From an optimization exercise on the open Yosys and OpenROAD flow, aimed at small area and a short achievable clock period; shortcuts taken in it are not production practice. RTL that was checked went through simulation tests only; none was proved equivalent to the original. Power is estimated from default activity; no workload was simulated.

Design compute_array, start of the top module:
module compute_array (
    input clk, clear,
    input [3:0] tile_opcode,
    input [63:0] value_a, value_b,
    output [63:0] wire_out
);
    parameter WORD_BITS = 16;
    parameter TILES = 4;
    reg cache_ok, mac_last;
    always @(posedge clk) begin
        cache_ok <= ~clear & (tile_opcode != 4'd8);
        mac_last <= ~clear & (tile_opcode == 4'd15);
    end
    generate
        genvar i;
        for(i = 0; i < TILES; i = i+1) begin: ctl
            computationTile tile_i(clk, clear, tile_opcode, cache_ok, mac_last,
                value_a[WORD_BITS*(i+1)-1:WORD_BITS*i],
                value_b[WORD_BITS*(i+1)-1:WORD_BITS*i],
                wire_out[WORD_BITS*(i+1)-1:WORD_BITS*i]
            );
        end
    endgenerate
endmodule
For scale: roughly 3,400 cells after synthesis, about 66 flip-flops, roughly 200 I/O pins.
make LEC_CHECK=0 CAP_MARGIN=20 CORE_MARGIN=2 CORE_UTILIZATION=40 SLEW_MARGIN=20 finish   # period 16.0 ns
run.sh (not shown) runs the stock make flow with config.mk's settings and CLKGATE_MAP_FILE= SYNTH_SCRIPT=/design/flow/synth_recipe.tcl, a recipe that flattens the netlist after the stock synthesis.
Then changed:
Settings changed: SETUP_SLACK_MARGIN set to 2.
The new run produced a clean layout; sequential share of layout area stays flat; worst setup slack improved by 1.1 ns; clock power hardly moves; final cell count went up by 0.84%; count of clock-buffer cells in the layout is unchanged; utilization goes up by 0.79 points; hold slack gets better by 0.025 ns; synthesized area does not change; critical path depth goes up by 6; power increases by 0.90%.
No run of this note included a check of the RTL's function; only the layout flow was run.

---

== branch umber ==
Another version of the RTL of compute_array (not shown whole).
Size in the first run: ~200 I/O pins.
export LEC_CHECK = 0
export CAP_MARGIN = 0
export CORE_MARGIN = 2
export CORE_UTILIZATION = 40
export CTS_BUF_LIST = sky130_fd_sc_hd__clkbuf_8
export SETUP_SLACK_MARGIN = 4.2
export SLEW_MARGIN = 0
export SYNTH_HIERARCHICAL = 1
export SYNTH_MINIMUM_KEEP_SIZE = 0
create_clock -name core_clock -period 16.0 [get_ports {clk}]
standard.sh (not shown) runs the stock make flow with config.mk's settings and CLKGATE_MAP_FILE= SYNTH_SCRIPT=/design/flow/synth_recipe.tcl, a recipe that flattens the netlist after the stock synthesis.
==> flow/flow/run.sh <==
#!/bin/bash
# The standard layout (the standard.sh: standard synthesis, then ORFS to
# finish) with two changes:
# - the port buffers are sky130_fd_sc_hd__buf_1 cells in place of the delay
#   buffers buffer_ports picks by default;
# - before floorplanning, flow/downsize.tcl sets the combinational cells that
#   synthesis sized up back to drive strength 1 (repair sizes up again).
set -euo pipefail
here=$(pwd)
bash standard.sh synth > synth_flow.log 2>&1
bash standard.sh BUFFER_PORTS_ARGS="-buffer_cell sky130_fd_sc_hd__buf_1" \
    PRE_FLOORPLAN_TCL="$here/flow/downsize.tcl" finish > layout_flow.log 2>&1
==> flow/flow/downsize.tcl <==
# Before floorplanning: put every combinational cell that synthesis sized up
# back to its drive-strength-1 variant of the same function. The resizer's
# repair steps later size up again what slew, capacitance or timing need.
set db [ord::get_db]
set block [ord::get_db_block]
set n 0
foreach inst [$block getInsts] {
  set name [[$inst getMaster] getName]
  if { [regexp {^(sky130_fd_sc_hd__[a-z0-9]+)_([0-9]+)$} $name -> base drv] && $drv > 1 } {
    if { [string match "*__df*" $base] || [string match "*__sdf*" $base] || [string match "*__edf*" $base] } {
      continue
    }
    set master [$db findMaster ${base}_1]
    if { $master != "NULL" } {
      $inst swapMaster $master
      incr n
    }
  }
}
puts "downsize.tcl: $n instances set to drive strength 1"
branch umber has completed all stages; timing, DRC and antenna checks passed.
## Diff of input files: branch maple against branch umber
Settings: SETUP_SLACK_MARGIN now 3.7, was 4.2.
Comparing branch maple and branch umber, the higher clock insertion delay at the later pin of the skew report is on branch umber. branch maple vs branch umber: cell count down slightly. met3 wirelength from detailed routing, branch maple and branch umber, higher one = branch umber. Highest layer used for signal routing: met5 -> branch maple, met4 -> branch umber. Diff branch umber -> branch maple: number of endpoints with negative hold slack in the final report closely matched the old numbers, met2 capacity usage during global routing decreased by 0.57 points relative to the old numbers. In the flow results for branch maple and branch umber, the met1 routing resource usage after global routing is smaller on branch maple. NOTE total detailed-routing wirelength branch umber->branch maple decreased by a few percent.

[afterwards: timing with drivers on the ports]
The results above use ideal ports. As a check the final layouts listed here were re-extracted and re-timed, cells and wires unchanged.
Step 1 (the two cells are an assumption about what drives the block):
set clk [get_ports {clk}]
set_driving_cell -lib_cell sky130_fd_sc_hd__clkbuf_16 $clk
set_driving_cell -lib_cell sky130_fd_sc_hd__buf_2 [delete_from_list [all_inputs] $clk]
Step 2 also shifts input and output timing later by t, the mid clock arrival at the registers, as if the neighbouring blocks saw the same clock.
Three values: ideal ports, drivers, drivers and shift; two values: the first two.
| run | shift t [ns] | setup WS [ns] | worst data-port slew with drivers (ns) |
|---|---|---|---|
| the first run of note 1 | 0.459 | 1.222 / 1.163 / 1.163 | 0.15 |
| the second run of note 1 | 0.462 | 2.320 / 2.204 / 2.204 | 0.20 |
| branch umber | 0.499 | 4.443 / 4.415 / 4.415 | 0.10 |
| branch maple | 0.482 | 4.049 / 4.025 / 4.025 | 0.09 |
After both steps setup and hold are still met in every run listed. The setup slack of the second run of note 1, which loses most, moves by -0.116 ns with the drivers and by -0.116 ns with both steps.
